What follows belongs to an exercise in optimizing a design on an open flow for small area; a production flow would make more cautious choices.
The RTL was checked by simulation tests, not by an equivalence proof against the original design.
The clock port is modelled as an ideal driver, which makes a skipped or thinned clock tree look cheaper than it is; a real chip needs a root buffer or a tree.
Power figures rest on the tool's default switching activity, not on a simulated workload.

`design.v`:
```
module main
  #(
    parameter gate_width = 10,
    parameter MMa_width = 5
   )
   (
    input  logic clk, start_read, reset, ADC_SDAT,
    output logic iv_hold, iv_reset,
    output logic [gate_width:0] gate,
    output logic [MMa_width - 1:0] M, Ma,
    output logic ADC_SCLK, ADC_CS_N, ADC_SADDR, Tx_out,
    output logic [7:0] LED
   );
  logic [5:0] seg;
  logic [5:0] cnt;
  logic [3:0] gi;                       
  logic [2:0] mi, mai;                  
  logic [7:0] data;
  wire [5:0] s = seg;
  wire [5:0] c = cnt;
  wire term;                            
  wire h_n, u, q, g1z, x27, ones, y, zeros, zn, idle_n;
  c_nand2  u_hn  (.A(s[4]), .B(s[3]), .Y(h_n));
  c_nor2   u_u   (.A(s[5]), .B(s[4]), .Y(u));
  c_and4   u_q   (.A(s[4]), .B(s[3]), .C(s[2]), .D(s[1]), .X(q));
  c_nor4   u_g1z (.A(s[4]), .B(s[3]), .C(s[2]), .D(s[1]), .Y(g1z));
  c_nor3   u_hold(.A(s[5]), .B(q), .C(g1z), .Y(iv_hold));
  c_a21o   u_x27 (.A1(s[1]), .A2(s[0]), .B1(s[2]), .X(x27));
  c_a311o  u_rst (.A1(s[4]), .A2(s[3]), .A3(x27), .B1(s[5]), .C1(g1z), .X(iv_reset));
  c_a21oi  u_cs  (.A1(q), .A2(s[0]), .B1(s[5]), .Y(ADC_CS_N));
  c_nand2b u_sclk(.A_N(s[0]), .B(s[5]), .Y(ADC_SCLK));
  c_nor3   u_ones(.A(s[5]), .B(h_n), .C(s[2]), .Y(ones));
  wire ones_m;                          
  c_nor3   u_onm (.A(s[5]), .B(h_n), .C(s[2]), .Y(ones_m));
  c_nand2b u_y   (.A_N(s[1]), .B(s[2]), .Y(y));
  c_nor3   u_zero(.A(s[5]), .B(h_n), .C(y), .Y(zeros));
  c_inv    u_zn  (.A(zeros), .Y(zn));
  c_nand3b u_idle(.A_N(s[0]), .B(ones), .C(s[1]), .Y(idle_n));
  wire pre3_n, pre, fin_n, p2a_n, p2;
  c_nand3  u_pr3 (.A(s[4]), .B(s[2]), .C(s[1]), .Y(pre3_n));
  c_nor3   u_pre (.A(s[5]), .B(s[0]), .C(pre3_n), .Y(pre));
  c_nand4  u_fin (.A(pre), .B(gi[3]), .C(gi[1]), .D(term), .Y(fin_n));
  c_nand3  u_p2a (.A(s[4]), .B(s[0]), .C(term), .Y(p2a_n));
  c_nor3   u_p2  (.A(s[5]), .B(s[3]), .C(p2a_n), .Y(p2));
  seg_end u_term(.seg(seg), .cnt(cnt), .g3(gi[3]), .g1(gi[1]), .pre(pre), .u(u), .ones(ones),
                 .zeros(zeros), .term(term));
  wire clr, wait0, t2n, t3n, t4n, t5n;
  wire [5:0] xn, cnt_d;
  c_nor3   u_w0  (.A(idle_n), .B(c[0]), .C(c[1]), .Y(wait0));
  c_a21o   u_clr (.A1(wait0), .A2(start_read), .B1(term), .X(clr));
  c_inv    u_led0(.A(wait0), .Y(LED[0]));
  c_nor2   u_cd0 (.A(clr), .B(c[0]), .Y(cnt_d[0]));
  c_xnor2  u_cx1 (.A(c[1]), .B(c[0]), .Y(xn[1]));
  c_nand2  u_t2  (.A(c[1]), .B(c[0]), .Y(t2n));
  c_nand3  u_t3  (.A(c[2]), .B(c[1]), .C(c[0]), .Y(t3n));
  c_nand4  u_t4  (.A(c[3]), .B(c[2]), .C(c[1]), .D(c[0]), .Y(t4n));
  c_nand2b u_t5  (.A_N(t4n), .B(c[4]), .Y(t5n));
  c_xor2   u_cx2 (.A(c[2]), .B(t2n), .X(xn[2]));
  c_xor2   u_cx3 (.A(c[3]), .B(t3n), .X(xn[3]));
  c_xor2   u_cx4 (.A(c[4]), .B(t4n), .X(xn[4]));
  c_xor2   u_cx5 (.A(c[5]), .B(t5n), .X(xn[5]));
  genvar j;
  for (j = 1; j < 6; j++) begin : g_cd
    c_nor2 u_cd(.A(clr), .B(xn[j]), .Y(cnt_d[j]));
  end
  wire [5:0] sum, sc, seg_d;
  c_ha     u_s0  (.A(s[0]), .B(term),  .SUM(sum[0]), .COUT(sc[1]));
  c_ha     u_s1  (.A(s[1]), .B(sc[1]), .SUM(sum[1]), .COUT(sc[2]));
  c_ha     u_s2  (.A(s[2]), .B(sc[2]), .SUM(sum[2]), .COUT(sc[3]));
  c_ha     u_s3  (.A(s[3]), .B(sc[3]), .SUM(sum[3]), .COUT(sc[4]));
  c_ha     u_s4  (.A(s[4]), .B(sc[4]), .SUM(seg_d[4]), .COUT(sc[5]));
  c_xor2   u_s5  (.A(s[5]), .B(sc[5]), .X(seg_d[5]));
  c_and2   u_j0  (.A(sum[0]), .B(fin_n), .X(seg_d[0]));
  c_and2   u_j1  (.A(sum[1]), .B(fin_n), .X(seg_d[1]));
  c_a21o   u_j2  (.A1(sum[2]), .A2(fin_n), .B1(p2), .X(seg_d[2]));
  c_or2    u_j3  (.A(sum[3]), .B(p2), .X(seg_d[3]));
  wire advm, advg;
  wire [2:0] ma_d, m_d;
  wire [3:0] gx, gc, gi_d;
  c_and3b  u_avm (.A_N(mai[0]), .B(p2), .C(mai[2]), .X(advm));
  c_and3b  u_avg (.A_N(mi[0]), .B(advm), .C(mi[2]), .X(advg));
  wire ma2n, m2n;
  c_inv    u_ma2n(.A(mai[2]), .Y(ma2n));
  c_inv    u_m2n (.A(mi[2]), .Y(m2n));
  idx5     u_ima (.q(mai), .q2n(ma2n), .adv(p2), .d(ma_d));
  idx5     u_im  (.q(mi), .q2n(m2n), .adv(advm), .d(m_d));
  c_ha     u_g0  (.A(gi[0]), .B(advg),  .SUM(gx[0]), .COUT(gc[1]));
  c_ha     u_g1  (.A(gi[1]), .B(gc[1]), .SUM(gx[1]), .COUT(gc[2]));
  c_ha     u_g2  (.A(gi[2]), .B(gc[2]), .SUM(gx[2]), .COUT(gc[3]));
  c_xor2   u_g3  (.A(gi[3]), .B(gc[3]), .X(gx[3]));
  for (j = 0; j < 4; j++) begin : g_gd
    c_and2 u_gd(.A(gx[j]), .B(idle_n), .X(gi_d[j]));
  end
  wire de;
  c_and4b  u_de  (.A_N(s[0]), .B(s[5]), .C(h_n), .D(term), .X(de));
  always_ff @(posedge clk or negedge reset)
    if (!reset) begin
      cnt[1:0] <= 2'd0;
      seg  <= 6'd26;
      mi   <= 3'd0;
      mai  <= 3'd0;
    end else begin
      cnt[1:0] <= cnt_d[1:0];
      seg  <= seg_d;
      mi   <= m_d;
      mai  <= ma_d;
    end
  always_ff @(posedge clk) begin
    cnt[5:2] <= cnt_d[5:2];
    gi  <= gi_d;
    if (de) data <= {data[6:0], ADC_SDAT};
  end
  wire g0n, g1n, g2n, w;
  wire [3:0] gpn;
  wire [2:0] gqn;
  c_inv    u_g0n (.A(gi[0]), .Y(g0n));
  c_inv    u_g1n (.A(gi[1]), .Y(g1n));
  c_inv    u_g2n (.A(gi[2]), .Y(g2n));
  c_a21oi  u_gp0 (.A1(g1n), .A2(g0n), .B1(ones), .Y(gpn[0]));
  c_a21oi  u_gp1 (.A1(g1n), .A2(gi[0]), .B1(ones), .Y(gpn[1]));
  c_a21oi  u_gp2 (.A1(gi[1]), .A2(g0n), .B1(ones), .Y(gpn[2]));
  c_a21oi  u_gp3 (.A1(gi[1]), .A2(gi[0]), .B1(ones), .Y(gpn[3]));
  c_nor2   u_w   (.A(zeros), .B(gi[3]), .Y(w));
  c_a21oi  u_gq0 (.A1(w), .A2(g2n), .B1(ones), .Y(gqn[0]));
  c_a21oi  u_gq1 (.A1(w), .A2(gi[2]), .B1(ones), .Y(gqn[1]));
  c_a21oi  u_gq2 (.A1(zn), .A2(gi[3]), .B1(ones), .Y(gqn[2]));
  for (j = 0; j <= 10; j++) begin : g_gate
    c_nor2 u_o(.A(gpn[j % 4]), .B(gqn[j / 4]), .Y(gate[j]));
  end
  sel5 u_selm (.q(mi), .q2n(m2n), .ones(ones_m), .zn(zn), .o(M));
  sel5 u_selma(.q(mai), .q2n(ma2n), .ones(ones_m), .zn(zn), .o(Ma));
  wire mlo, mhi, mn, inner;
  c_mux4   u_mlo (.A0(data[0]), .A1(data[1]), .A2(data[2]), .A3(data[3]), .S0(s[0]), .S1(s[1]), .X(mlo));
  c_mux4   u_mhi (.A0(data[4]), .A1(data[5]), .A2(data[6]), .A3(data[7]), .S0(s[0]), .S1(s[1]), .X(mhi));
  c_mux2i  u_mn  (.A0(mlo), .A1(mhi), .S(s[2]), .Y(mn));
  c_mux2   u_in  (.A0(s[2]), .A1(mn), .S(s[3]), .X(inner));
  c_nand2  u_tx  (.A(u), .B(inner), .Y(Tx_out));
  c_inv    u_led1(.A(Tx_out), .Y(LED[1]));
  assign ADC_SADDR = 1'b0;
  assign LED[7:2]  = 6'b000000;
endmodule
module seg_end(input logic [5:0] seg, input logic [5:0] cnt, input logic g3, g1,
               input logic pre, u, ones, zeros, output logic term);
  wire [5:0] s = seg;
  wire first = ~(g3 & g1);              
  wire d = u & s[3];                    
  wire s7 = ~s[5] & ~s[3] & s[2] & s[1] & s[0];    
  wire [5:0] k;
  assign k[5] = d | s7 | (~s[5] & s[4] & ~s[1]);
  assign k[4] = (s[2] & s[1] & s[0]) | (~s[4] & s[3]) | (s[3] & ~s[1]) | s[5];
  assign k[3] = pre & first;
  assign k[2] = d | s7 | pre & first;
  assign k[1] = d | (ones & ~s[0]) | (zeros & s[0]);
  assign k[0] = (d & ~s[2] & ~s[1] & ~s[0]) | (~s[5] & s[4] & ~s[3] & ~s[0]) | (zeros & ~s[0]) | pre;
  assign term = &(cnt | ~k);
endmodule
module idx5(input logic [2:0] q, input logic q2n, adv, output logic [2:0] d);
  wire q10;
  c_and2   u_10 (.A(q[1]), .B(q[0]), .X(q10));
  c_mux2   u_d0 (.A0(q[0]), .A1(q2n), .S(adv), .X(d[0]));
  c_mux2   u_d1 (.A0(q[1]), .A1(q[0]), .S(adv), .X(d[1]));
  c_mux2   u_d2 (.A0(q[2]), .A1(q10), .S(adv), .X(d[2]));
endmodule
module sel5(input logic [2:0] q, input logic q2n, ones, zn, output logic [4:0] o);
  wire q0n, q1n;
  c_inv    u_0n (.A(q[0]), .Y(q0n));
  c_inv    u_1n (.A(q[1]), .Y(q1n));
  c_a31o   u_o0 (.A1(zn), .A2(q2n), .A3(q0n), .B1(ones), .X(o[0]));
  c_a31o   u_o1 (.A1(zn), .A2(q[0]), .A3(q1n), .B1(ones), .X(o[1]));
  c_a31o   u_o2 (.A1(zn), .A2(q[1]), .A3(q2n), .B1(ones), .X(o[2]));
  c_a31o   u_o3 (.A1(zn), .A2(q[2]), .A3(q[0]), .B1(ones), .X(o[3]));
  c_a31o   u_o4 (.A1(zn), .A2(q[2]), .A3(q0n), .B1(ones), .X(o[4]));
endmodule
module c_inv   (input logic A, output logic Y); assign Y = ~A; endmodule
module c_nand2 (input logic A, B, output logic Y); assign Y = ~(A & B); endmodule
module c_nor2  (input logic A, B, output logic Y); assign Y = ~(A | B); endmodule
module c_nand3 (input logic A, B, C, output logic Y); assign Y = ~(A & B & C); endmodule
module c_nor3  (input logic A, B, C, output logic Y); assign Y = ~(A | B | C); endmodule
module c_nand4 (input logic A, B, C, D, output logic Y); assign Y = ~(A & B & C & D); endmodule
module c_nor4  (input logic A, B, C, D, output logic Y); assign Y = ~(A | B | C | D); endmodule
module c_and2  (input logic A, B, output logic X); assign X = A & B; endmodule
module c_or2   (input logic A, B, output logic X); assign X = A | B; endmodule
module c_or3   (input logic A, B, C, output logic X); assign X = A | B | C; endmodule
module c_and4  (input logic A, B, C, D, output logic X); assign X = A & B & C & D; endmodule
module c_xor2  (input logic A, B, output logic X); assign X = A ^ B; endmodule
module c_xnor2 (input logic A, B, output logic Y); assign Y = ~(A ^ B); endmodule
module c_ha    (input logic A, B, output logic SUM, COUT); assign SUM = A ^ B; assign COUT = A & B; endmodule
module c_nand2b(input logic A_N, B, output logic Y); assign Y = ~(~A_N & B); endmodule
module c_nor2b (input logic A, B_N, output logic Y); assign Y = ~(A | ~B_N); endmodule
module c_nand3b(input logic A_N, B, C, output logic Y); assign Y = ~(~A_N & B & C); endmodule
module c_nand4b(input logic A_N, B, C, D, output logic Y); assign Y = ~(~A_N & B & C & D); endmodule
module c_and4b (input logic A_N, B, C, D, output logic X); assign X = ~A_N & B & C & D; endmodule
module c_a31o  (input logic A1, A2, A3, B1, output logic X); assign X = (A1 & A2 & A3) | B1; endmodule
module c_and3b (input logic A_N, B, C, output logic X); assign X = ~A_N & B & C; endmodule
module c_a21o  (input logic A1, A2, B1, output logic X); assign X = (A1 & A2) | B1; endmodule
module c_a21oi (input logic A1, A2, B1, output logic Y); assign Y = ~((A1 & A2) | B1); endmodule
module c_a311o (input logic A1, A2, A3, B1, C1, output logic X); assign X = (A1 & A2 & A3) | B1 | C1; endmodule
module c_mux2  (input logic A0, A1, S, output logic X); assign X = S ? A1 : A0; endmodule
module c_mux2i (input logic A0, A1, S, output logic Y); assign Y = ~(S ? A1 : A0); endmodule
module c_mux4  (input logic A0, A1, A2, A3, S0, S1, output logic X);
  assign X = S1 ? (S0 ? A3 : A2) : (S0 ? A1 : A0);
endmodule
```
`flow/run.sh`:
```
#!/bin/bash
# Layout flow: the standard flow (standard.sh, its synthesis unchanged) with
#  - every logic gate swapped for the smallest cell of its footprint after the
#    floorplan (flow/downsize.tcl); placement's repair_design then fixes slew
#    and capacitance,
#  - the smallest buffer (buf_1) on each input and output port,
#  - one tie cell for the constant outputs (no tie fanout repair),
#  - a clock tree of clkbuf_4 only and no dummy clock loads,
#  - power recovery (downsizing of gates with slack) after global routing.
# Each step's output goes to a log of its own here; the tools' logs are under
# orfs/logs.
set -e
ARGS=(
  BUFFER_PORTS_ARGS="-buffer_cell sky130_fd_sc_hd__buf_1"
  RECOVER_POWER=100
  SKIP_REPAIR_TIE_FANOUT=1
  CTS_ARGS="-sink_clustering_enable -repair_clock_nets -dont_use_dummy_load -buf_list sky130_fd_sc_hd__clkbuf_4"
)
bash standard.sh "${ARGS[@]}" floorplan > standard_floorplan.log 2>&1
openroad -no_init -exit flow/downsize.tcl > downsize.log 2>&1
bash standard.sh "${ARGS[@]}" finish > standard.log 2>&1
```
`flow/downsize.tcl`:
```
# Swap each logic gate for the smallest cell of the same footprint (same
# function, lowest drive strength); the flow's repair_design fixes slew and
# capacitance afterwards. Flip-flops, buffers and clock cells are left alone.
set res orfs/results/sky130hd/main/base
read_liberty $::env(FLOW_HOME)/platforms/sky130hd/lib/sky130_fd_sc_hd__tt_025C_1v80.lib
read_db $res/2_floorplan.odb
set smaller [dict create \
  sky130_fd_sc_hd__a2111o_2 sky130_fd_sc_hd__a2111o_1 \
  sky130_fd_sc_hd__a2111o_4 sky130_fd_sc_hd__a2111o_1 \
  sky130_fd_sc_hd__a2111oi_1 sky130_fd_sc_hd__a2111oi_0 \
  sky130_fd_sc_hd__a2111oi_2 sky130_fd_sc_hd__a2111oi_0 \
  sky130_fd_sc_hd__a2111oi_4 sky130_fd_sc_hd__a2111oi_0 \
  sky130_fd_sc_hd__a211o_2 sky130_fd_sc_hd__a211o_1 \
  sky130_fd_sc_hd__a211o_4 sky130_fd_sc_hd__a211o_1 \
  sky130_fd_sc_hd__a211oi_2 sky130_fd_sc_hd__a211oi_1 \
  sky130_fd_sc_hd__a211oi_4 sky130_fd_sc_hd__a211oi_1 \
  sky130_fd_sc_hd__a21bo_4 sky130_fd_sc_hd__a21bo_1 \
  sky130_fd_sc_hd__a21boi_2 sky130_fd_sc_hd__a21boi_0 \
  sky130_fd_sc_hd__a21boi_4 sky130_fd_sc_hd__a21boi_0 \
  sky130_fd_sc_hd__a21o_2 sky130_fd_sc_hd__a21o_1 \
  sky130_fd_sc_hd__a21o_4 sky130_fd_sc_hd__a21o_1 \
  sky130_fd_sc_hd__a21oi_2 sky130_fd_sc_hd__a21oi_1 \
  sky130_fd_sc_hd__a21oi_4 sky130_fd_sc_hd__a21oi_1 \
  sky130_fd_sc_hd__a221o_2 sky130_fd_sc_hd__a221o_1 \
  sky130_fd_sc_hd__a221o_4 sky130_fd_sc_hd__a221o_1 \
  sky130_fd_sc_hd__a221oi_2 sky130_fd_sc_hd__a221oi_1 \
  sky130_fd_sc_hd__a221oi_4 sky130_fd_sc_hd__a221oi_1 \
  sky130_fd_sc_hd__a22o_2 sky130_fd_sc_hd__a22o_1 \
  sky130_fd_sc_hd__a22o_4 sky130_fd_sc_hd__a22o_1 \
  sky130_fd_sc_hd__a22oi_2 sky130_fd_sc_hd__a22oi_1 \
  sky130_fd_sc_hd__a22oi_4 sky130_fd_sc_hd__a22oi_1 \
  sky130_fd_sc_hd__a2bb2o_2 sky130_fd_sc_hd__a2bb2o_1 \
  sky130_fd_sc_hd__a2bb2o_4 sky130_fd_sc_hd__a2bb2o_1 \
  sky130_fd_sc_hd__a2bb2oi_2 sky130_fd_sc_hd__a2bb2oi_1 \
  sky130_fd_sc_hd__a2bb2oi_4 sky130_fd_sc_hd__a2bb2oi_1 \
  sky130_fd_sc_hd__a311o_2 sky130_fd_sc_hd__a311o_1 \
  sky130_fd_sc_hd__a311o_4 sky130_fd_sc_hd__a311o_1 \
  sky130_fd_sc_hd__a311oi_2 sky130_fd_sc_hd__a311oi_1 \
  sky130_fd_sc_hd__a311oi_4 sky130_fd_sc_hd__a311oi_1 \
  sky130_fd_sc_hd__a31o_4 sky130_fd_sc_hd__a31o_1 \
  sky130_fd_sc_hd__a31oi_2 sky130_fd_sc_hd__a31oi_1 \
  sky130_fd_sc_hd__a31oi_4 sky130_fd_sc_hd__a31oi_1 \
  sky130_fd_sc_hd__a32o_2 sky130_fd_sc_hd__a32o_1 \
  sky130_fd_sc_hd__a32o_4 sky130_fd_sc_hd__a32o_1 \
  sky130_fd_sc_hd__a32oi_2 sky130_fd_sc_hd__a32oi_1 \
  sky130_fd_sc_hd__a32oi_4 sky130_fd_sc_hd__a32oi_1 \
  sky130_fd_sc_hd__a41o_2 sky130_fd_sc_hd__a41o_1 \
  sky130_fd_sc_hd__a41o_4 sky130_fd_sc_hd__a41o_1 \
  sky130_fd_sc_hd__a41oi_2 sky130_fd_sc_hd__a41oi_1 \
  sky130_fd_sc_hd__a41oi_4 sky130_fd_sc_hd__a41oi_1 \
  sky130_fd_sc_hd__and2_2 sky130_fd_sc_hd__and2_0 \
  sky130_fd_sc_hd__and2_4 sky130_fd_sc_hd__and2_0 \
  sky130_fd_sc_hd__and2b_2 sky130_fd_sc_hd__and2b_1 \
  sky130_fd_sc_hd__and2b_4 sky130_fd_sc_hd__and2b_1 \
  sky130_fd_sc_hd__and3_2 sky130_fd_sc_hd__and3_1 \
  sky130_fd_sc_hd__and3_4 sky130_fd_sc_hd__and3_1 \
  sky130_fd_sc_hd__and3b_2 sky130_fd_sc_hd__and3b_1 \
  sky130_fd_sc_hd__and3b_4 sky130_fd_sc_hd__and3b_1 \
  sky130_fd_sc_hd__and4_2 sky130_fd_sc_hd__and4_1 \
  sky130_fd_sc_hd__and4_4 sky130_fd_sc_hd__and4_1 \
  sky130_fd_sc_hd__and4b_2 sky130_fd_sc_hd__and4b_1 \
  sky130_fd_sc_hd__and4b_4 sky130_fd_sc_hd__and4b_1 \
  sky130_fd_sc_hd__and4bb_4 sky130_fd_sc_hd__and4bb_1 \
  sky130_fd_sc_hd__fa_2 sky130_fd_sc_hd__fa_1 \
  sky130_fd_sc_hd__fa_4 sky130_fd_sc_hd__fa_1 \
  sky130_fd_sc_hd__ha_2 sky130_fd_sc_hd__ha_1 \
  sky130_fd_sc_hd__ha_4 sky130_fd_sc_hd__ha_1 \
  sky130_fd_sc_hd__maj3_2 sky130_fd_sc_hd__maj3_1 \
  sky130_fd_sc_hd__maj3_4 sky130_fd_sc_hd__maj3_1 \
  sky130_fd_sc_hd__mux2_4 sky130_fd_sc_hd__mux2_1 \
  sky130_fd_sc_hd__mux2_8 sky130_fd_sc_hd__mux2_1 \
  sky130_fd_sc_hd__mux2i_2 sky130_fd_sc_hd__mux2i_1 \
  sky130_fd_sc_hd__mux2i_4 sky130_fd_sc_hd__mux2i_1 \
  sky130_fd_sc_hd__mux4_4 sky130_fd_sc_hd__mux4_2 \
  sky130_fd_sc_hd__mux4_1 sky130_fd_sc_hd__mux4_2 \
  sky130_fd_sc_hd__nand2_2 sky130_fd_sc_hd__nand2_1 \
  sky130_fd_sc_hd__nand2_4 sky130_fd_sc_hd__nand2_1 \
  sky130_fd_sc_hd__nand2_8 sky130_fd_sc_hd__nand2_1 \
  sky130_fd_sc_hd__nand2b_2 sky130_fd_sc_hd__nand2b_1 \
  sky130_fd_sc_hd__nand2b_4 sky130_fd_sc_hd__nand2b_1 \
  sky130_fd_sc_hd__nand3_2 sky130_fd_sc_hd__nand3_1 \
  sky130_fd_sc_hd__nand3_4 sky130_fd_sc_hd__nand3_1 \
  sky130_fd_sc_hd__nand3b_2 sky130_fd_sc_hd__nand3b_1 \
  sky130_fd_sc_hd__nand3b_4 sky130_fd_sc_hd__nand3b_1 \
  sky130_fd_sc_hd__nand4_2 sky130_fd_sc_hd__nand4_1 \
  sky130_fd_sc_hd__nand4_4 sky130_fd_sc_hd__nand4_1 \
  sky130_fd_sc_hd__nand4b_2 sky130_fd_sc_hd__nand4b_1 \
  sky130_fd_sc_hd__nand4b_4 sky130_fd_sc_hd__nand4b_1 \
  sky130_fd_sc_hd__nand4bb_2 sky130_fd_sc_hd__nand4bb_1 \
  sky130_fd_sc_hd__nand4bb_4 sky130_fd_sc_hd__nand4bb_1 \
  sky130_fd_sc_hd__nor2_2 sky130_fd_sc_hd__nor2_1 \
  sky130_fd_sc_hd__nor2_4 sky130_fd_sc_hd__nor2_1 \
  sky130_fd_sc_hd__nor2_8 sky130_fd_sc_hd__nor2_1 \
  sky130_fd_sc_hd__nor2b_2 sky130_fd_sc_hd__nor2b_1 \
  sky130_fd_sc_hd__nor2b_4 sky130_fd_sc_hd__nor2b_1 \
  sky130_fd_sc_hd__nor3_2 sky130_fd_sc_hd__nor3_1 \
  sky130_fd_sc_hd__nor3_4 sky130_fd_sc_hd__nor3_1 \
  sky130_fd_sc_hd__nor3b_2 sky130_fd_sc_hd__nor3b_1 \
  sky130_fd_sc_hd__nor3b_4 sky130_fd_sc_hd__nor3b_1 \
  sky130_fd_sc_hd__nor4_2 sky130_fd_sc_hd__nor4_1 \
  sky130_fd_sc_hd__nor4_4 sky130_fd_sc_hd__nor4_1 \
  sky130_fd_sc_hd__nor4b_2 sky130_fd_sc_hd__nor4b_1 \
  sky130_fd_sc_hd__nor4b_4 sky130_fd_sc_hd__nor4b_1 \
  sky130_fd_sc_hd__nor4bb_2 sky130_fd_sc_hd__nor4bb_1 \
  sky130_fd_sc_hd__nor4bb_4 sky130_fd_sc_hd__nor4bb_1 \
  sky130_fd_sc_hd__o2111a_2 sky130_fd_sc_hd__o2111a_1 \
  sky130_fd_sc_hd__o2111a_4 sky130_fd_sc_hd__o2111a_1 \
  sky130_fd_sc_hd__o2111ai_2 sky130_fd_sc_hd__o2111ai_1 \
  sky130_fd_sc_hd__o2111ai_4 sky130_fd_sc_hd__o2111ai_1 \
  sky130_fd_sc_hd__o211a_4 sky130_fd_sc_hd__o211a_1 \
  sky130_fd_sc_hd__o211ai_2 sky130_fd_sc_hd__o211ai_1 \
  sky130_fd_sc_hd__o211ai_4 sky130_fd_sc_hd__o211ai_1 \
  sky130_fd_sc_hd__o21a_2 sky130_fd_sc_hd__o21a_1 \
  sky130_fd_sc_hd__o21a_4 sky130_fd_sc_hd__o21a_1 \
  sky130_fd_sc_hd__o21ai_2 sky130_fd_sc_hd__o21ai_0 \
  sky130_fd_sc_hd__o21ai_4 sky130_fd_sc_hd__o21ai_0 \
  sky130_fd_sc_hd__o21ba_4 sky130_fd_sc_hd__o21ba_1 \
  sky130_fd_sc_hd__o21bai_2 sky130_fd_sc_hd__o21bai_1 \
  sky130_fd_sc_hd__o21bai_4 sky130_fd_sc_hd__o21bai_1 \
  sky130_fd_sc_hd__o221a_4 sky130_fd_sc_hd__o221a_1 \
  sky130_fd_sc_hd__o221ai_2 sky130_fd_sc_hd__o221ai_1 \
  sky130_fd_sc_hd__o221ai_4 sky130_fd_sc_hd__o221ai_1 \
  sky130_fd_sc_hd__o22a_2 sky130_fd_sc_hd__o22a_1 \
  sky130_fd_sc_hd__o22a_4 sky130_fd_sc_hd__o22a_1 \
  sky130_fd_sc_hd__o22ai_2 sky130_fd_sc_hd__o22ai_1 \
  sky130_fd_sc_hd__o22ai_4 sky130_fd_sc_hd__o22ai_1 \
  sky130_fd_sc_hd__o2bb2a_2 sky130_fd_sc_hd__o2bb2a_1 \
  sky130_fd_sc_hd__o2bb2a_4 sky130_fd_sc_hd__o2bb2a_1 \
  sky130_fd_sc_hd__o2bb2ai_2 sky130_fd_sc_hd__o2bb2ai_1 \
  sky130_fd_sc_hd__o2bb2ai_4 sky130_fd_sc_hd__o2bb2ai_1 \
  sky130_fd_sc_hd__o311a_2 sky130_fd_sc_hd__o311a_1 \
  sky130_fd_sc_hd__o311a_4 sky130_fd_sc_hd__o311a_1 \
  sky130_fd_sc_hd__o311ai_2 sky130_fd_sc_hd__o311ai_0 \
  sky130_fd_sc_hd__o311ai_4 sky130_fd_sc_hd__o311ai_0 \
  sky130_fd_sc_hd__o31a_2 sky130_fd_sc_hd__o31a_1 \
  sky130_fd_sc_hd__o31a_4 sky130_fd_sc_hd__o31a_1 \
  sky130_fd_sc_hd__o31ai_2 sky130_fd_sc_hd__o31ai_1 \
  sky130_fd_sc_hd__o31ai_4 sky130_fd_sc_hd__o31ai_1 \
  sky130_fd_sc_hd__o32a_2 sky130_fd_sc_hd__o32a_1 \
  sky130_fd_sc_hd__o32a_4 sky130_fd_sc_hd__o32a_1 \
  sky130_fd_sc_hd__o32ai_2 sky130_fd_sc_hd__o32ai_1 \
  sky130_fd_sc_hd__o32ai_4 sky130_fd_sc_hd__o32ai_1 \
  sky130_fd_sc_hd__o41a_2 sky130_fd_sc_hd__o41a_1 \
  sky130_fd_sc_hd__o41a_4 sky130_fd_sc_hd__o41a_1 \
  sky130_fd_sc_hd__o41ai_2 sky130_fd_sc_hd__o41ai_1 \
  sky130_fd_sc_hd__o41ai_4 sky130_fd_sc_hd__o41ai_1 \
  sky130_fd_sc_hd__or2_4 sky130_fd_sc_hd__or2_0 \
  sky130_fd_sc_hd__or2b_2 sky130_fd_sc_hd__or2b_1 \
  sky130_fd_sc_hd__or2b_4 sky130_fd_sc_hd__or2b_1 \
  sky130_fd_sc_hd__or3_2 sky130_fd_sc_hd__or3_1 \
  sky130_fd_sc_hd__or3_4 sky130_fd_sc_hd__or3_1 \
  sky130_fd_sc_hd__or3b_4 sky130_fd_sc_hd__or3b_1 \
  sky130_fd_sc_hd__or4_2 sky130_fd_sc_hd__or4_1 \
  sky130_fd_sc_hd__or4_4 sky130_fd_sc_hd__or4_1 \
  sky130_fd_sc_hd__or4b_4 sky130_fd_sc_hd__or4b_1 \
  sky130_fd_sc_hd__or4bb_2 sky130_fd_sc_hd__or4bb_1 \
  sky130_fd_sc_hd__or4bb_4 sky130_fd_sc_hd__or4bb_1 \
  sky130_fd_sc_hd__xnor2_2 sky130_fd_sc_hd__xnor2_1 \
  sky130_fd_sc_hd__xnor2_4 sky130_fd_sc_hd__xnor2_1 \
  sky130_fd_sc_hd__xnor3_2 sky130_fd_sc_hd__xnor3_1 \
  sky130_fd_sc_hd__xnor3_4 sky130_fd_sc_hd__xnor3_1 \
  sky130_fd_sc_hd__xor2_2 sky130_fd_sc_hd__xor2_1 \
  sky130_fd_sc_hd__xor2_4 sky130_fd_sc_hd__xor2_1 \
  sky130_fd_sc_hd__xor3_2 sky130_fd_sc_hd__xor3_1 \
  sky130_fd_sc_hd__xor3_4 sky130_fd_sc_hd__xor3_1]
set n 0
foreach inst [get_cells *] {
  set m [get_property $inst ref_name]
  if {[dict exists $smaller $m]} {
    replace_cell $inst [get_lib_cells [dict get $smaller $m]]
    incr n
  }
}
puts "downsized $n cells"
write_db $res/2_floorplan.odb
```
`standard.sh`:
```
#!/bin/bash
# synth_recipe.tcl (not shown) runs the flow's synth.tcl, then flattens the netlist and writes it again
# the make line also repeats each setting of config.mk as NAME=value (left out here)
make -C /OpenROAD-flow-scripts/flow DESIGN_CONFIG=/design/flow/config.mk WORK_HOME=/design/flow/orfs CLKGATE_MAP_FILE= SYNTH_SCRIPT=/design/flow/synth_recipe.tcl "${@:-finish}"
```
`config.mk`:
```
export PLATFORM = sky130hd
export DESIGN_NAME = main
export DESIGN_NICKNAME = main
export VERILOG_FILES = /design/flow/design.v
export SDC_FILE = /design/flow/constraint.sdc
export NUM_CORES = 4
export LEC_CHECK = 0
export CAP_MARGIN = 20
export CORE_MARGIN = 2
export CORE_UTILIZATION = 40
export SLEW_MARGIN = 20
export SYNTH_HIERARCHICAL = 1
export SYNTH_MINIMUM_KEEP_SIZE = 0
```
`constraint.sdc`:
```
create_clock -name core_clock -period 20.0 [get_ports {clk}]
set_input_delay 4.0000 -clock core_clock [delete_from_list [all_inputs] [get_ports {clk}]]
set_output_delay 4.0000 -clock core_clock [all_outputs]
set_load 0.01 [all_outputs]
```
==> results by group, run 1 <==
Synthesis
  – FFs w/ async S/R, synth: 0.467
  – Count leader, synth: nor2_1
  – Post-synthesis register bit count: 30
  – Syn Nets: ~180
  – Post-synth top flop: dfrtp_1
  – Largest cells by area after synthesis: dfrtp_1 (15%), edfxtp_1 (13%), dfxtp_1 (8.9%), mux2_4 (5.9%), ha_1 (5.6%)
  – Synth Warn #: 7
  – Mapped cell area: 0.00179 mm²
  – Sequential area share after synthesis: 0.421
  – Post-synth top area share: 0.153
  – Syn Inst Count: approximately 170
  – Yosys top cell by area: dfrtp_1
  – Syn avg cell area: roughly 11 µm²
  – EDFF count, synth: 8
  – Cell variety after synth: 40
  – Synth cell count leaders: nor2_1 (21), inv_1 (12), dfrtp_1 (11), a31o_1 (10)

GRT
  – Grt total ovfl: 0
  – Vias in the first global route: between 1,000 and 1,500
  – Initial antenna violation count: 0
  – Total track usage: 0.143
  – Largest net degree at the start of global routing: 16
  – First-pass GRT wire length: between 5000 and 6000 µm

Placed design
  – Placed Instance Area: around 0.0018 mm²
  – Gpl congestion: 0.769
  – DP Wirelength: between 2000 and 2500 µm
  – Port bufs: 31
  – Placed cell count: between 200 and 250

Timing
  – Tmin final: 6700 ps
  – Max_slew headroom: 0.335
  – Final hold slack: 451 ps
  – Final hold vios: 0
  – Setup TNS Final: 0 ps
  – Max frequency: about 0.15 GHz
  – Tightest Pin Transition: just under 1000 ps
  – Final setup violation count: 0
  – Slew Limit Fails: 0
  – RSZ-0062 raised after global routing: no
  – Period utilisation layout: 0.335
  – Final clock skew: ~28 ps

Clock network
  – Post-CTS Setup Repair Bufs: 0
  – Hold Buf Count CTS: 0
  – Max Buffers Root-to-Sink: 2
  – # clock sinks: 30
  – Latest clock arrival within the worst-skew pair: about 330 ps
  – Clock Pin Slew Worst Setup and Hold Paths: about 100 ps
  – Cts repair resizes: 0
  – Clk root buf: clkbuf_4
  – H-tree depth: 2
  – Num CTS Buffers: 5
  – CTS tree: built

Routing
  – Drt drc: 0
  – Via count: 1,305
  – DR pass1 iterations: 4
  – Post-DRT Antenna Nets: 0
  – Iteration-0 DRC count of the detailed router: 28
  – Post-Route WL: 3210 µm
  – Average wire per standard cell: 13.0 µm
  – Via-to-Cell Ratio: around 5.3

Floorplan
  – IO Pins: 39
  – Die area: 0.00504 mm²
  – DIE HEIGHT: roughly 71 µm
  – CORE AREA: around 0.0043 mm²
  – Die width: 71.0 µm
  – Initial Util: 0.415
  – # rows: 24

Cells and area
  – Fill cell count: between 400 and 500
  – Non-filler cells, final: ~250
  – Area Overhead vs Synth: 3.84%
  – Nets: roughly 210
  – Share of cells above drive strength 1: 0.0410
  – Antenna fix cells: 0
  – Finished Cell Area: about 0.0019 mm²

Power and ir drop
  – Power Density: between 50 and 60 mW/mm²
  – Leakage: 0.000735 µW
  – Power consumption: a little over 90 µW
  – Maximum vdd drop: approximately 32 µV

Critical path
  – Worst r2r src: seg[3]
  – CP Max Fanout: 10
  – Worst Path Arrival: between 2000 and 3000 ps
  – Setup Crit Path Kind: reg2out
  – Required @ worst endpoint: 16,000 ps
  – Worst Setup SP: seg[3]
  – Largest stage delay, worst path: 720 ps
  – Worst path most repeated cell: nor3_1
  – CP bufs+invs: 2
  – CP delay by family, top: simple AND/OR/NAND/NOR gates
  – Worst setup EP type: output pin
  – CP Cell Sequence: nand2_1, nor3_1, nand3b_1, nor3_1, inv_1, buf_1
  – Startpoint Class: flip-flop
  – Slowest-stage cell, CP: nor3_1

Run status
  – Status: no timing/DRC/antenna violations

Min path
  – Hold/Removal Path Class: reg2reg
  – Min-delay src: data[6]

Job
  – Max capacitance violation total: 0
==> cells by family after synthesis <==
| kind of cell | after synthesis | synth area share |
|---|---|---|
| other | 1 | 0.00209 |
| XOR/XNOR | 7 | 0.0342 |
| multiplexers | 11 | 0.0948 |
| flip-flops | 30 | 0.421 |
| adder cells (fa/ha/maj) | 8 | 0.0558 |
| AND/OR/NAND/NOR | 60 | 0.198 |
| buffers and inverters | 19 | 0.0544 |
| AO/OA/AOI/OAI | 30 | 0.140 |
==> sequential cells by signal (all words and copies together), names as in the netlist <==
register	flops
data	8
cnt	6
seg	6
gi	4
mai	3
mi	3
==> path summary, 6_finish.rpt <==
path | end | slack, ps | cells after the start
min reg2reg | data[7] | 450 | 0
min in group asynchronous | mai[1] | 3730 | 1
max reg2reg | gi[3] | 16140 | 15
max in group asynchronous | cnt[1] | 15740 | 1
max | LED[0] | 13300 | 6
min | data[7] | 450 | 0
==> worst register-to-register path, cell delays in order (launching register included) <==
cell     delay (ps)
dfstp_1         710
nand2_1         160
nor3_1          720
mux2i_1         160
a21oi_1         180
nor4_1           60
o311a_1         190
nand3_1         120
nor3_1          120
and3b_1         280
and3b_1         190
ha_1            180
ha_1            180
ha_1            180
xor2_1          150
and2_0          150
==> report_power, final <==
group	total, µW	switching, µW	internal [µW]
registers	62.4	0	62.4
clock network	29.5	17.8	11.7
logic	1.34	1.21	0.128
==> Yosys stat by module (local to each module, per instance), a selection <==
module | cells inside | flip-flops and latches | times used
seg_end | 17 | 0 | 1
c_nor2 | 1 | 0 | 19
c_and4b | 1 | 0 | 1
c_mux2i | 1 | 0 | 1
c_mux2 | 1 | 0 | 7
main | 38 | 30 | 1
c_nand3 | 1 | 0 | 3
c_nor3 | 1 | 0 | 7
c_xor2 | 1 | 0 | 6
c_nand2 | 1 | 0 | 3
c_nand4 | 1 | 0 | 2
c_or2 | 1 | 0 | 1
c_nand3b | 1 | 0 | 1
c_and4 | 1 | 0 | 1
c_a21oi | 1 | 0 | 8
c_nor4 | 1 | 0 | 1
==> layout make-up <==
class	count	area, µm²	share of cell area
Multi-Input combinational cell	117	845	0.453
Sequential cell	30	754	0.405
Timing Repair Buffer	31	116	0.0625
Tap cell	52	65.1	0.0349
Inverter	12	45.0	0.0242
Clock buffer	5	37.5	0.0201
==> stage by stage <==
stage	util	setup slack, ps
2_1_floorplan	-	14170
3_3_place_gp	0.422	13890
3_5_place_dp	0.422	13780
4_1_cts	0.431	13410
5_1_grt	0.431	12960
6_report	0.431	13300
==> metal layers <==
layer | wire [µm] | GRT usage
met4 | 32 | 0.0566
met2 | 1450 | 0.218
met1 | 1540 | 0.188
met3 | 181 | 0.0470
met5 | 0 | 0
==> placed cells by master (no fill, tap or decap), types with 6 or more instances in the layout <==
cell / synthesis / routed
edfxtp_1: 8 / 8
a21oi_1: 1 / 9
nor2_1: 21 / 21
dfrtp_1: 11 / 11
buf_1: 0 / 30
mux2_1: 0 / 7
inv_1: 12 / 12
ha_1: 8 / 8
a31o_1: 10 / 10
xor2_1: 6 / 6
nor3_1: 1 / 8
dfxtp_1: 8 / 8
==> run 2, diff against run 1 <==
--- a/flow/run.sh
+++ b/flow/run.sh
@@ -5,7 +5,8 @@
 #    and capacitance,
 #  - the smallest buffer (buf_1) on each input and output port,
 #  - one tie cell for the constant outputs (no tie fanout repair),
-#  - a clock tree of clkbuf_4 only and no dummy clock loads,
+#  - a single clkbuf_16 driving every flip-flop (flow/collapse.tcl, after
+#    clock tree synthesis),
 #  - power recovery (downsizing of gates with slack) after global routing.
 # Each step's output goes to a log of its own here; the tools' logs are under
 # orfs/logs.
@@ -14,6 +15,7 @@
   BUFFER_PORTS_ARGS="-buffer_cell sky130_fd_sc_hd__buf_1"
   RECOVER_POWER=100
   SKIP_REPAIR_TIE_FANOUT=1
+  POST_CTS_TCL="$PWD/flow/collapse.tcl"
   CTS_ARGS="-sink_clustering_enable -repair_clock_nets -dont_use_dummy_load -buf_list sky130_fd_sc_hd__clkbuf_4"
 )
 bash standard.sh "${ARGS[@]}" floorplan > standard_floorplan.log 2>&1
==> flow/collapse.tcl (new file) <==
# After clock tree synthesis: one clock buffer drives every flip-flop. The
# leaf buffers of the tree are removed, their loads moved to the root
# buffer's net, and the root buffer is sized up to drive them.
set block [ord::get_db_block]
set root [$block findInst clkbuf_0_clk]
set rootnet [[$root findITerm X] getNet]
set nleaf 0
foreach inst [$block getInsts] {
  if {![string match "clkbuf_*__f_clk" [$inst getName]]} { continue }
  set leafnet [[$inst findITerm X] getNet]
  foreach it [$leafnet getITerms] {
    if {[$it getInst] == $inst} { continue }
    $it disconnect
    $it connect $rootnet
  }
  [$inst findITerm A] disconnect
  [$inst findITerm X] disconnect
  odb::dbInst_destroy $inst
  odb::dbNet_destroy $leafnet
  incr nleaf
}
replace_cell clkbuf_0_clk [get_lib_cells sky130_fd_sc_hd__clkbuf_16]
puts "clock tree collapsed: $nleaf leaf buffers removed"
detailed_placement
estimate_parasitics -placement
report_clock_skew
==> run 2 against run 1 <==
Effect of this change: still clean; first-iteration DRC count increased to 3.4 times the previous value; clock skew decreased by 19 ps; wire length increased by 2.0%; synthesized cell count unchanged; non-clock buffer count unchanged; utilization decreased by 0.29 points; sequential power about the same; critical path type unchanged; critical endpoint unchanged.
==> results by group, run 2 <==
Cells and area
  – Max reg flops: 8
  – Nets: between 200 and 250
  – Most common cell after layout, fill and taps aside: buf_1
  – Area Overhead vs Synth: 3.14%
  – Largest regs: data (8), cnt (6), seg (6)
  – Most frequent cells in the layout: buf_1 (30), nor2_1 (21), inv_1 (12)
  – Finished Cell Area: 0.00185 mm²
  – Util after Layout: 0.428
  – Share of cells above drive strength 1: 0.0209
  – Antenna fix cells: 0
  – Most flops, register: data

Floorplan
  – IO Pins: 39
  – Die area: 0.00504 mm²
  – CORE AREA: approximately 0.0043 mm²
  – DIE HEIGHT: around 71 µm
  – # rows: 24
  – Die width: between 70 and 80 µm
  – Initial Util: 0.415

Power and ir drop
  – Leakage: roughly 0.00072 µW
  – Power Density: approximately 48 mW/mm²
  – Maximum vdd drop: roughly 38 µV

Placed design
  – Gpl congestion: around 0.77
  – DP Wirelength: roughly 2300 µm
  – Placed Instance Area: about 0.0018 mm²
  – Pre-CTS setup slack: around 14,000 ps
  – Port bufs: 31

Timing
  – Slew Limit Fails: 0
  – Final hold slack: approximately 460 ps
  – Setup ws final: around 13,000 ps
  – Max frequency: roughly 0.15 GHz
  – Tmin final: ~6500 ps
  – Tightest Pin Transition: around 1000 ps
  – Final setup violation count: 0
  – Final hold vios: 0
  – Max_slew headroom: 0.326
  – Period utilisation layout: 0.327
  – Setup TNS Final: 0 ps
  – RSZ-0062 raised after global routing: no
  – Final clock skew: 8.84 ps

Synthesis
  – Synth Warn #: 7
  – Count leader, synth: nor2_1
  – Yosys top cell by area: dfrtp_1
  – FFs w/ async S/R, synth: 0.467
  – Cell variety after synth: 40
  – EDFF count, synth: 8
  – Syn Inst Count: ~170
  – Sequential area share after synthesis: 0.421
  – Synth cell count leaders: nor2_1 (21), inv_1 (12), dfrtp_1 (11), a31o_1 (10)
  – Post-synthesis register bit count: 30
  – Syn Nets: 178
  – Largest cells by area after synthesis: dfrtp_1 (15%), edfxtp_1 (13%), dfxtp_1 (8.9%), mux2_4 (5.9%), ha_1 (5.6%)
  – Mapped cell area: approximately 0.0018 mm²
  – Post-synth top area share: 0.153
  – Syn avg cell area: 10.8 µm²
  – Post-synth top flop: dfrtp_1

Critical path
  – CP Cell Sequence: nand2_1, nor3_1, nand3b_1, nor3_1, inv_1, buf_1
  – Worst Setup SP: seg[4]
  – Slowest-stage cell, CP: dfstp_1
  – Worst setup EP type: output pin
  – CP Max Fanout: 11
  – Startpoint Class: flip-flop
  – Worst path most repeated cell: nor3_1
  – Setup Crit Path Kind: reg2out
  – Largest stage delay, worst path: between 700 and 800 ps
  – Required @ worst endpoint: between 15,000 and 20,000 ps
  – Worst r2r src: seg[4]
  – Reg2reg setup slack: 16,170 ps
  – Worst Path Arrival: between 2000 and 3000 ps

Clock network
  – # clock sinks: 30
  – Clock Pin Slew Worst Setup and Hold Paths: 110 ps
  – Latest clock arrival within the worst-skew pair: 170 ps

Run status
  – Status: no timing/DRC/antenna violations

Routing
  – Average wire per standard cell: around 13 µm
  – Via-to-Cell Ratio: roughly 5.4
  – DR pass1 iterations: 5
  – Via count: approximately 1,300
  – Iteration-0 DRC count of the detailed router: 95
  – Post-Route WL: around 3300 µm
  – Drt drc: 0
  – Post-DRT Antenna Nets: 0

Min path
  – Min-delay src: data[3]
  – Hold/Removal Path Class: reg2reg

GRT
  – Total track usage: 0.157
  – First-pass GRT wire length: 5630 µm
  – Largest net degree at the start of global routing: 31
  – Vias in the first global route: approximately 1,200
  – Grt total ovfl: 0
  – Initial antenna violation count: 0

Job
  – Max capacitance violation total: 0
-- run 2: cell count changes in the layout (fill, tap and decap cells not counted) --
cell       previous run  this run
clkbuf_4              5         0
clkbuf_16             0         1
-- run 2: where the power goes --
| part | internal, µW | switching [µW] |
|---|---|---|
| sequential | 62.4 | 0 |
| clock | 9.33 | 15.3 |
| combinational | 0.128 | 1.21 |
| total | 71.9 | 16.6 |
-- run 2: path summary, 6_finish.rpt --
check,cells after the start,endpoint
setup / recovery,6,LED[0]
hold / removal,0,data[4]
setup reg to reg,15,gi[3]
hold reg to reg,0,data[4]
max in group asynchronous,1,cnt[1]
min in group asynchronous,1,seg[0]
-- run 2: Yosys stat by module (local to each module, per instance), excerpt --
| module | copies in the design | area, µm² |
|---|---|---|
| c_nand3b | 1 | 7.51 |
| c_and3b | 2 | 8.76 |
| c_xnor2 | 1 | 8.76 |
| c_ha | 8 | 12.5 |
| c_inv | 12 | 3.75 |
| c_nand3 | 3 | 5.00 |
| c_nand2 | 3 | 3.75 |
| c_a21o | 3 | 7.51 |
| c_a21oi | 8 | 8.76 |
| c_xor2 | 6 | 8.76 |
| c_and2 | 8 | 6.26 |
| c_mux2 | 7 | 15.0 |
| c_and4 | 1 | 8.76 |
-- run 2: logic make-up (layout without fill, tap and decap cells) --
family	count (synthesis)	in the layout	share of synthesized area
AND/OR/NAND/NOR	60	60	0.198
buffers and inverters	19	44	0.0544
AO/OA/AOI/OAI	30	30	0.140
XOR/XNOR	7	7	0.0342
adder cells (fa/ha/maj)	8	8	0.0558
multiplexers	11	11	0.0948
flip-flops	30	30	0.421
other	1	1	0.00209
-- run 2: per-stage QoR --
step                power (µW)  std cells
global placement          65.0        242
finish                    88.4        243
detailed placement        65.0        242
global route              91.7        243
floorplan                 65.3        166
-- run 2: cell type report --
type | count | area [µm²]
clock buffers | 1 | 25.0
inverters | 12 | 45.0
fillers | 451 | 2470
multi-input cells | 117 | 845
flip-flops and latches | 30 | 754
well taps | 52 | 65.1
repair buffers | 31 | 116
-- run 2: critical path, delay by kind of cell (launching register included) --
| family | cells | cell delay, ps |
|---|---|---|
| buffers and inverters | 2 | 190 |
| DFF | 1 | 720 |
| and+or+nand+nor | 4 | 1470 |
-- run 2: layer usage --
metal  up-vias  GRT usage  share of wire
met5         -          0              0
met4         0     0.0252         0.0064
met3         2     0.0214          0.060
met2        43      0.262           0.46
met1       624      0.224           0.47
li1        643          -              -

afterwards: timing with drivers on the ports:
The results above use ideal ports. As a check the final layouts listed here were re-extracted and re-timed, cells and wires unchanged. Step 1, drivers: a clkbuf_16 drives clk and a buf_2 each remaining input, both assumed. Step 2 adds t to the input delays and takes it off the output delays; t is the mean of the earliest and latest rising clock arrival at the registers after step 1. Input paths then give back, and output paths get back, about the clock's delay inside the block. a / b / c = ideal ports / drivers / drivers and shift; a / b = the first two.
run | t, ns | setup slack, ns | worst hold slack (ns) | worst setup path at the end | worst register clock-pin slew, ns
run 1 | 0.340 | 13.302 / 13.278 / 13.618 | 0.451 / 0.451 / 0.451 | register to output | 0.10 / 0.10
run 2 | 0.200 | 13.452 / 13.421 / 13.620 | 0.456 / 0.456 / 0.456 | register to output | 0.11 / 0.11
After both steps setup and hold are still met in every run listed.
